This design comes from an exercise in tuning for a short achievable clock period and few clock cycles on the open sky130 flow, not from production work. No functional check of the RTL was part of this run. Power figures rest on the tool's default switching activity, not on a simulated workload.

**flow/run.sh**
```bash
#!/bin/bash
# synth_recipe.tcl (not shown) runs the flow's synth.tcl, then flattens the netlist and writes it again
# the make line also repeats each setting of config.mk as NAME=value (left out here)
make -C /OpenROAD-flow-scripts/flow DESIGN_CONFIG=/design/flow/config.mk WORK_HOME=/design/flow/orfs CLKGATE_MAP_FILE= SYNTH_SCRIPT=/design/flow/synth_recipe.tcl finish
```
**flow/config.mk**
```make
export PLATFORM = sky130hd
export DESIGN_NAME = PCPU
export DESIGN_NICKNAME = PCPU
export VERILOG_FILES = /design/flow/design.v
export SDC_FILE = /design/flow/constraint.sdc
export NUM_CORES = 4
export LEC_CHECK = 0
export CAP_MARGIN = 20
export CORE_MARGIN = 2
export CORE_UTILIZATION = 40
export SLEW_MARGIN = 20
```
**flow/constraint.sdc**
```tcl
create_clock -name core_clock -period 12.0 [get_ports {clk}]
set_input_delay 2.4000 -clock core_clock [delete_from_list [all_inputs] [get_ports {clk}]]
set_output_delay 2.4000 -clock core_clock [all_outputs]
set_load 0.01 [all_outputs]
```
**flow/design.v**
```verilog
`timescale 1ns / 1ps
module PCPU (
    input clk,
    input rst,
    input [31:0] Data_in,
    input [31:0] inst_in,
    output [3:0] MemRW_out,
    output [31:0] PC_out_IF,
    output [31:0] Data_to_Mem,
    output [31:0] Addr_out
);
    reg [31:0] pc;
    reg [31:0] e_a, e_b, e_imm, e_pc, e_pc4;
    reg [4:0]  e_rd;
    reg        e_lb, e_lh, e_lbu, e_lhu;
    reg        e_wen, e_load, e_sb, e_sh, e_sw, e_jal, e_jalr;
    reg        e_beq, e_bne, e_blt, e_bge, e_bltu, e_bgeu;
    reg        fa_rf, fa_m, fa_w, fa_w2;           
    reg        fb_rf, fb_m, fb_w, fb_w2, fb_imm;   
    reg        fs_rf, fs_m, fs_w, fs_w2;           
    reg        s_add, s_sub, s_sll, s_slt, s_sltu, s_xor, s_srl, s_sra;
    reg        s_or, s_and, s_lui, s_auipc, s_link;
    reg [31:0] m_res, m_sd;
    reg [3:0]  m_be;
    reg [4:0]  m_rd;
    reg        m_wen, m_load, m_lb, m_lh, m_lbu, m_lhu;
    reg [31:0] w_val, w2_val;
    reg [4:0]  w_rd, w2_rd;
    reg        w_wen, w2_wen;
    wire [31:0] rf [0:31];
    assign rf[0] = 32'b0;
    genvar g;
    generate
        for (g = 1; g < 32; g = g + 1) begin : gen_reg
            reg [31:0] r;
            always @(posedge clk or posedge rst) begin
                if (rst) r <= 32'b0;
                else if (w_wen && w_rd == g) r <= w_val;
            end
            assign rf[g] = r;
        end
    endgenerate
    assign PC_out_IF = pc;
    wire [31:0] ins = inst_in;
    wire [4:0]  opc = ins[6:2];
    wire [2:0]  f3  = ins[14:12];
    wire [4:0]  rd  = ins[11:7];
    wire [4:0]  rs1 = ins[19:15];
    wire [4:0]  rs2 = ins[24:20];
    wire d_lui   = opc == 5'b01101;
    wire d_auipc = opc == 5'b00101;
    wire d_jal   = opc == 5'b11011;
    wire d_jalr  = opc == 5'b11001;
    wire d_br    = opc == 5'b11000;
    wire d_load  = opc == 5'b00000;
    wire d_store = opc == 5'b01000;
    wire d_opimm = opc == 5'b00100;
    wire d_op    = opc == 5'b01100;
    wire d_alu   = d_op | d_opimm;
    wire d_wen  = (d_lui | d_auipc | d_jal | d_jalr | d_load | d_alu) && rd != 5'd0;
    wire d_use1 = d_jalr | d_br | d_load | d_store | d_alu;
    wire d_use2 = d_br | d_store | d_op;
    wire d_bimm = d_opimm | d_load | d_store | d_jalr;
    wire [31:0] imm_i = {{21{ins[31]}}, ins[30:20]};
    wire [31:0] imm_s = {{21{ins[31]}}, ins[30:25], ins[11:7]};
    wire [31:0] imm_b = {{20{ins[31]}}, ins[7], ins[30:25], ins[11:8], 1'b0};
    wire [31:0] imm_u = {ins[31:12], 12'b0};
    wire [31:0] imm_j = {{12{ins[31]}}, ins[19:12], ins[20], ins[30:21], 1'b0};
    wire [31:0] d_imm = d_store ? imm_s :
                        d_br ? imm_b :
                        (d_lui | d_auipc) ? imm_u :
                        d_jal ? imm_j : imm_i;
    wire a_hit_e = e_wen && e_rd == rs1;
    wire a_hit_m = m_wen && m_rd == rs1;
    wire a_hit_w = w_wen && w_rd == rs1;
    wire b_hit_e = e_wen && e_rd == rs2;
    wire b_hit_m = m_wen && m_rd == rs2;
    wire b_hit_w = w_wen && w_rd == rs2;
    wire stall = e_load && ((d_use1 && a_hit_e) || (d_use2 && b_hit_e));
    wire [31:0] A = ({32{fa_rf}} & e_a) | ({32{fa_m}} & m_res) |
                    ({32{fa_w}} & w_val) | ({32{fa_w2}} & w2_val);
    wire [31:0] B = ({32{fb_rf}} & e_b) | ({32{fb_m}} & m_res) |
                    ({32{fb_w}} & w_val) | ({32{fb_w2}} & w2_val) |
                    ({32{fb_imm}} & e_imm);
    wire [31:0] S = ({32{fs_rf}} & e_b) | ({32{fs_m}} & m_res) |
                    ({32{fs_w}} & w_val) | ({32{fs_w2}} & w2_val);
    wire [31:0] sum  = A + B;
    wire [31:0] diff = A - B;
    wire        eq   = A == B;
    wire        lt   = $signed(A) < $signed(B);
    wire        ltu  = A < B;
    wire [31:0] shl  = A << B[4:0];
    wire [31:0] shr  = A >> B[4:0];
    wire [31:0] sha  = $signed(A) >>> B[4:0];
    wire [31:0] tgt  = e_pc + e_imm;
    wire [31:0] res = ({32{s_add}} & sum) | ({32{s_sub}} & diff) |
                      ({32{s_sll}} & shl) | ({32{s_srl}} & shr) | ({32{s_sra}} & sha) |
                      {31'b0, (s_slt & lt) | (s_sltu & ltu)} |
                      ({32{s_xor}} & (A ^ B)) | ({32{s_or}} & (A | B)) | ({32{s_and}} & (A & B)) |
                      ({32{s_lui}} & e_imm) | ({32{s_auipc}} & tgt) | ({32{s_link}} & e_pc4);
    wire taken = e_jal | e_jalr | (e_beq & eq) | (e_bne & ~eq) | (e_blt & lt) |
                 (e_bge & ~lt) | (e_bltu & ltu) | (e_bgeu & ~ltu);
    wire [31:0] npc = e_jalr ? sum : tgt;
    wire [3:0] x_be = e_sw ? 4'b1111 :
                      e_sh ? (sum[1] ? 4'b1100 : 4'b0011) :
                      e_sb ? (4'b0001 << sum[1:0]) : 4'b0000;
    wire [31:0] x_sd = e_sb ? {4{S[7:0]}} : e_sh ? {2{S[15:0]}} : S;
    assign Addr_out = m_res;
    assign MemRW_out = m_be;
    assign Data_to_Mem = m_sd;
    wire [31:0] dsh = Data_in >> {m_res[1:0], 3'b000};
    wire [31:0] ld = m_lb  ? {{24{dsh[7]}}, dsh[7:0]} :
                     m_lbu ? {24'b0, dsh[7:0]} :
                     m_lh  ? {{16{dsh[15]}}, dsh[15:0]} :
                     m_lhu ? {16'b0, dsh[15:0]} : Data_in;
    wire [31:0] m_val = m_load ? ld : m_res;
    always @(posedge clk or posedge rst) begin
        if (rst) begin
            pc <= 32'b0;
        end else if (taken) begin
            pc <= npc;
        end else if (!stall) begin
            pc <= pc + 32'd4;
        end
    end
    wire kill = taken | stall;
    always @(posedge clk or posedge rst) begin
        if (rst) begin
            e_a <= 0; e_b <= 0; e_imm <= 0; e_pc <= 0; e_pc4 <= 0; e_rd <= 0;
            e_lb <= 0; e_lh <= 0; e_lbu <= 0; e_lhu <= 0;
            e_wen <= 0; e_load <= 0; e_sb <= 0; e_sh <= 0; e_sw <= 0; e_jal <= 0; e_jalr <= 0;
            e_beq <= 0; e_bne <= 0; e_blt <= 0; e_bge <= 0; e_bltu <= 0; e_bgeu <= 0;
            fa_rf <= 0; fa_m <= 0; fa_w <= 0; fa_w2 <= 0;
            fb_rf <= 0; fb_m <= 0; fb_w <= 0; fb_w2 <= 0; fb_imm <= 0;
            fs_rf <= 0; fs_m <= 0; fs_w <= 0; fs_w2 <= 0;
            s_add <= 0; s_sub <= 0; s_sll <= 0; s_slt <= 0; s_sltu <= 0; s_xor <= 0;
            s_srl <= 0; s_sra <= 0; s_or <= 0; s_and <= 0; s_lui <= 0; s_auipc <= 0; s_link <= 0;
        end else begin
            e_a <= rf[rs1];
            e_b <= rf[rs2];
            e_imm <= d_imm;
            e_pc <= pc;
            e_pc4 <= pc + 32'd4;
            e_rd <= rd;
            e_lb  <= f3 == 3'd0;
            e_lh  <= f3 == 3'd1;
            e_lbu <= f3 == 3'd4;
            e_lhu <= f3 == 3'd5;
            fa_m  <= a_hit_e;
            fa_w  <= ~a_hit_e & a_hit_m;
            fa_w2 <= ~a_hit_e & ~a_hit_m & a_hit_w;
            fa_rf <= ~a_hit_e & ~a_hit_m & ~a_hit_w;
            fb_imm <= d_bimm;
            fb_m  <= ~d_bimm & b_hit_e;
            fb_w  <= ~d_bimm & ~b_hit_e & b_hit_m;
            fb_w2 <= ~d_bimm & ~b_hit_e & ~b_hit_m & b_hit_w;
            fb_rf <= ~d_bimm & ~b_hit_e & ~b_hit_m & ~b_hit_w;
            fs_m  <= b_hit_e;
            fs_w  <= ~b_hit_e & b_hit_m;
            fs_w2 <= ~b_hit_e & ~b_hit_m & b_hit_w;
            fs_rf <= ~b_hit_e & ~b_hit_m & ~b_hit_w;
            s_add  <= (d_op & f3 == 3'd0 & ~ins[30]) | (d_opimm & f3 == 3'd0) | d_load | d_store;
            s_sub  <= d_op & f3 == 3'd0 & ins[30];
            s_sll  <= d_alu & f3 == 3'd1;
            s_slt  <= d_alu & f3 == 3'd2;
            s_sltu <= d_alu & f3 == 3'd3;
            s_xor  <= d_alu & f3 == 3'd4;
            s_srl  <= d_alu & f3 == 3'd5 & ~ins[30];
            s_sra  <= d_alu & f3 == 3'd5 & ins[30];
            s_or   <= d_alu & f3 == 3'd6;
            s_and  <= d_alu & f3 == 3'd7;
            s_lui  <= d_lui;
            s_auipc <= d_auipc;
            s_link <= d_jal | d_jalr;
            if (kill) begin
                e_wen <= 0; e_load <= 0; e_sb <= 0; e_sh <= 0; e_sw <= 0; e_jal <= 0; e_jalr <= 0;
                e_beq <= 0; e_bne <= 0; e_blt <= 0; e_bge <= 0; e_bltu <= 0; e_bgeu <= 0;
            end else begin
                e_wen  <= d_wen;
                e_load <= d_load;
                e_sb   <= d_store & f3 == 3'd0;
                e_sh   <= d_store & f3 == 3'd1;
                e_sw   <= d_store & f3 == 3'd2;
                e_jal  <= d_jal;
                e_jalr <= d_jalr;
                e_beq  <= d_br & f3 == 3'd0;
                e_bne  <= d_br & f3 == 3'd1;
                e_blt  <= d_br & f3 == 3'd4;
                e_bge  <= d_br & f3 == 3'd5;
                e_bltu <= d_br & f3 == 3'd6;
                e_bgeu <= d_br & f3 == 3'd7;
            end
        end
    end
    always @(posedge clk or posedge rst) begin
        if (rst) begin
            m_res <= 0; m_sd <= 0; m_be <= 0; m_rd <= 0;
            m_wen <= 0; m_load <= 0; m_lb <= 0; m_lh <= 0; m_lbu <= 0; m_lhu <= 0;
            w_val <= 0; w_rd <= 0; w_wen <= 0;
            w2_val <= 0; w2_rd <= 0; w2_wen <= 0;
        end else begin
            m_res  <= res;
            m_sd   <= x_sd;
            m_be   <= x_be;
            m_rd   <= e_rd;
            m_wen  <= e_wen;
            m_load <= e_load;
            m_lb   <= e_load & e_lb;
            m_lh   <= e_load & e_lh;
            m_lbu  <= e_load & e_lbu;
            m_lhu  <= e_load & e_lhu;
            w_val  <= m_val;
            w_rd   <= m_rd;
            w_wen  <= m_wen;
            w2_val <= w_val;
            w2_rd  <= w_rd;
            w2_wen <= w_wen;
        end
    end
endmodule
```
==> flow_metrics.env <==
export IMPL_status="timing/DRC/antenna clean"
export IMPL_synth_seq_cells=1379
export IMPL_maxCapViolations=0
export IMPL_synth_distinct_cells=95
export IMPL_grt_max_degree=174
export IMPL_drc_errors=0
export IMPL_cellLeakagePower_nw=38.4
export IMPL_async_flop_share=1.00
export IMPL_power_mw=13.7
export IMPL_cts_setup_buffers=0
export IMPL_start_util=0.403
export IMPL_vias=68300
export IMPL_timing_fmax_mhz=155
export IMPL_power_density_mw_per_mm2=162
export IMPL_fp_coreArea_sq_mm=0.186
export IMPL_cts_resized_gates=0
export IMPL_ant_nets=0
export IMPL_drt_iter0_markers=11900
export IMPL_firstDrtPassIters=12
export IMPL_nFillCells=17200
export IMPL_synth_edf_count=0
export IMPL_die_w_microns=436
export IMPL_cp_max_fo=51
export IMPL_cts_clk_slew_worst_paths_ns=0.06
export IMPL_antenna_found_initial=30
export IMPL_worst_ep_arrival_time_ns=7.14
export IMPL_finClkSkew_ns=0.107
export IMPL_first_global_vias=65000
export IMPL_grt_overflow=0
export IMPL_rows=158
export IMPL_final_cell_mix="dfrtp_1, mux2_2, a22oi_1, nand2_1, nor2_1"
export IMPL_synth_warnings=1
export IMPL_place_detailed_hpwl_microns=222000
export IMPL_synth_nets=7140
export IMPL_setup_viol=0
export IMPL_relSlewSlack=0.178
export IMPL_clk_latency_ns=0.87
export IMPL_port_buffers=163
export IMPL_setup_tns_final_ns=0
export IMPL_dp_cells=9166
export IMPL_whs_ns=0.374
export IMPL_yosysSeqAreaShare=0.462
export IMPL_cts_root_buf="clkbuf_16"
export IMPL_wire_per_inst_microns=39.7
export IMPL_hold_viol_final=0
export IMPL_tritoncts="done"
export IMPL_fin_crit_sh=0.538
export IMPL_cp_end_kind="flop"
export IMPL_path_class="reg -> reg"
export IMPL_hold_buffers=0
export IMPL_clock_path_buffers=3
export IMPL_synthFlopType="dfrtp_1"
export IMPL_syn_area_sq_mm=0.0747
export IMPL_die_h_microns=436
export IMPL_min_path_type="reg -> reg"
export IMPL_syn2layout_area_growth_pct=13.5
export IMPL_avgSynthCellArea_sq_um=10.8
export IMPL_clock_sinks=1379
export IMPL_grt_pass1_wl_microns=516000
export IMPL_ir_worst_vdd_mv=0.152
export IMPL_wl_microns=376000
export IMPL_grtUsageTotal=0.383
export IMPL_nets=7041
export IMPL_globalplace_congestion=1.03
export IMPL_final_max_slew_viol_count=0
export IMPL_cts_made_buffers=153
export IMPL_final_cells=9471
export IMPL_start_kind="flop"
export IMPL_layout_drive_gt1_share=0.234
export IMPL_worst_slew_pin_slew_ns=1.23
export IMPL_min_period_ns=6.46
export IMPL_dpl_worst_slack_ns=5.71
export IMPL_htreeDepth=4
export IMPL_final_common_cell="dfrtp_1"
export IMPL_cp_required_ns=12.68
export IMPL_fp_dieArea_sq_mm=0.190
export IMPL_via_per_inst=7.21
export IMPL_rsz0062_at_grt="no"
export IMPL_finalWorstSetupSlack_ns=5.54
export IMPL_ios=166
export IMPL_synthCells=6941
## path summary, 6_finish.rpt
path,from,endpoint,slack (ns),cells past startpoint
setup reg to reg,w_val[4],e_sb,5.54,13
setup / recovery,w_val[4],e_sb,5.54,13
min in group asynchronous,rst,e_imm[1],2.19,3
hold reg to reg,m_wen,w_wen,0.37,0
max in group asynchronous,rst,gen_reg[28].r[10],7.27,5
hold / removal,m_wen,w_wen,0.37,0
## registers in the layout (all words and copies together) (netlist names), 32 cells and up
| signal | flops |
|---|---|
| e_a | 32 |
| w2_val | 32 |
| e_b | 32 |
| m_sd | 32 |
| pc | 32 |
| m_res | 32 |
| e_imm | 32 |
| gen.r | 992 |
| e_pc4 | 32 |
| w_val | 32 |
## metrics by stage
step,util,area [sq um]
floorplan,-,74700
global placement,0.427,79200
detailed placement,0.427,79200
CTS,0.457,84800
global route,0.457,84800
finish,0.457,84900
## cells by family (layout without fill, tap and decap cells)
| logic type | Yosys count | after routing | share of synthesized area |
|---|---|---|---|
| compound gates | 1934 | 1934 | 0.194 |
| simple gates | 1435 | 1435 | 0.0929 |
| flops | 1379 | 1379 | 0.462 |
| mux | 1157 | 1157 | 0.172 |
| buf+inv | 752 | 778 | 0.0390 |
| xor+xnor | 151 | 151 | 0.0177 |
| fa+ha+maj | 133 | 133 | 0.0226 |
| other cells | 0 | 24 | 0 |
## layout make-up
class	count	area, sq um	share of cell area
Multi-Input combinational cell	4810	37900	0.447
Sequential cell	1379	34500	0.407
Clock buffer	222	4500	0.0530
Timing Repair Buffer	359	3170	0.0373
Tap cell	2480	3100	0.0366
Clock inverter	58	1030	0.0121
Inverter	139	526	0.00619
Antenna cell	24	60.1	0.000708
## cells in the mapped netlist, types with 85 or more instances
| library cell | count | area [sq um] |
|---|---|---|
| a22oi_1 | 795 | 5970 |
| nand2_1 | 433 | 1630 |
| xnor2_1 | 87 | 762 |
| buf_1 | 85 | 319 |
| a22o_1 | 166 | 1450 |
| a221oi_1 | 157 | 1380 |
| nand3_1 | 237 | 1190 |
| o21ai_0 | 122 | 611 |
| mux2i_1 | 133 | 1330 |
| nor2_1 | 318 | 1190 |
| nand4_1 | 141 | 882 |
| a21oi_1 | 203 | 1020 |
| dfrtp_1 | 1379 | 34500 |
| mux2_2 | 1021 | 11500 |
| ha_1 | 130 | 1630 |
| clkbuf_1 | 487 | 1830 |
| inv_1 | 129 | 484 |
## layer usage
metal / vias to the layer above / wire length, microns / global-route usage
li1: 26300 / - / -
met4: 28 / 34000 / 0.283
met5: - / 638 / 0.0103
met1: 34100 / 131000 / 0.460
met3: 1813 / 55500 / 0.166
met2: 6099 / 155000 / 0.540
## power breakdown
group / leakage (nW) / internal [mW] / switching (mW)
registers: 18.7 / 5.12 / 0.633
clock network: 2.70 / 3.02 / 2.15
logic: 16.9 / 1.05 / 1.78
## critical path, cell delays in order, from the launching register on
cell and delay, ns:
dfrtp_1 1.07, a22oi_1 0.21, and2_1 0.24, buf_4 0.27
ha_1 0.57, or4b_1 0.53, or4_1 0.67, nor4_2 0.38
mux2i_1 0.25, nand2_1 0.08, a2111oi_0 0.53, mux2_4 0.72
nand4b_4 0.21, nor2_1 0.47

-- separate check: timing with driven ports --
The flow's constraints put no driver on any port. The routed layout listed below was extracted and timed again, unchanged, in two steps. Step 1, drivers: a clkbuf_16 drives clk and a buf_2 each remaining input, both assumed. Step 2 also shifts input and output timing later by t, the mid clock arrival at the registers, as if the neighbouring blocks saw the same clock. Slacks: no drivers / after step 1 / after step 2; pairs: no drivers / after step 1.
t (ns): 0.914
setup WS [ns]: 5.543 / 5.543 / 5.319
worst register clock-pin slew, ns: 0.07 / 0.07
After both steps this run still meets setup and hold. The setup slack of this run moves by 0.000 ns with the drivers and by -0.224 ns with both steps.
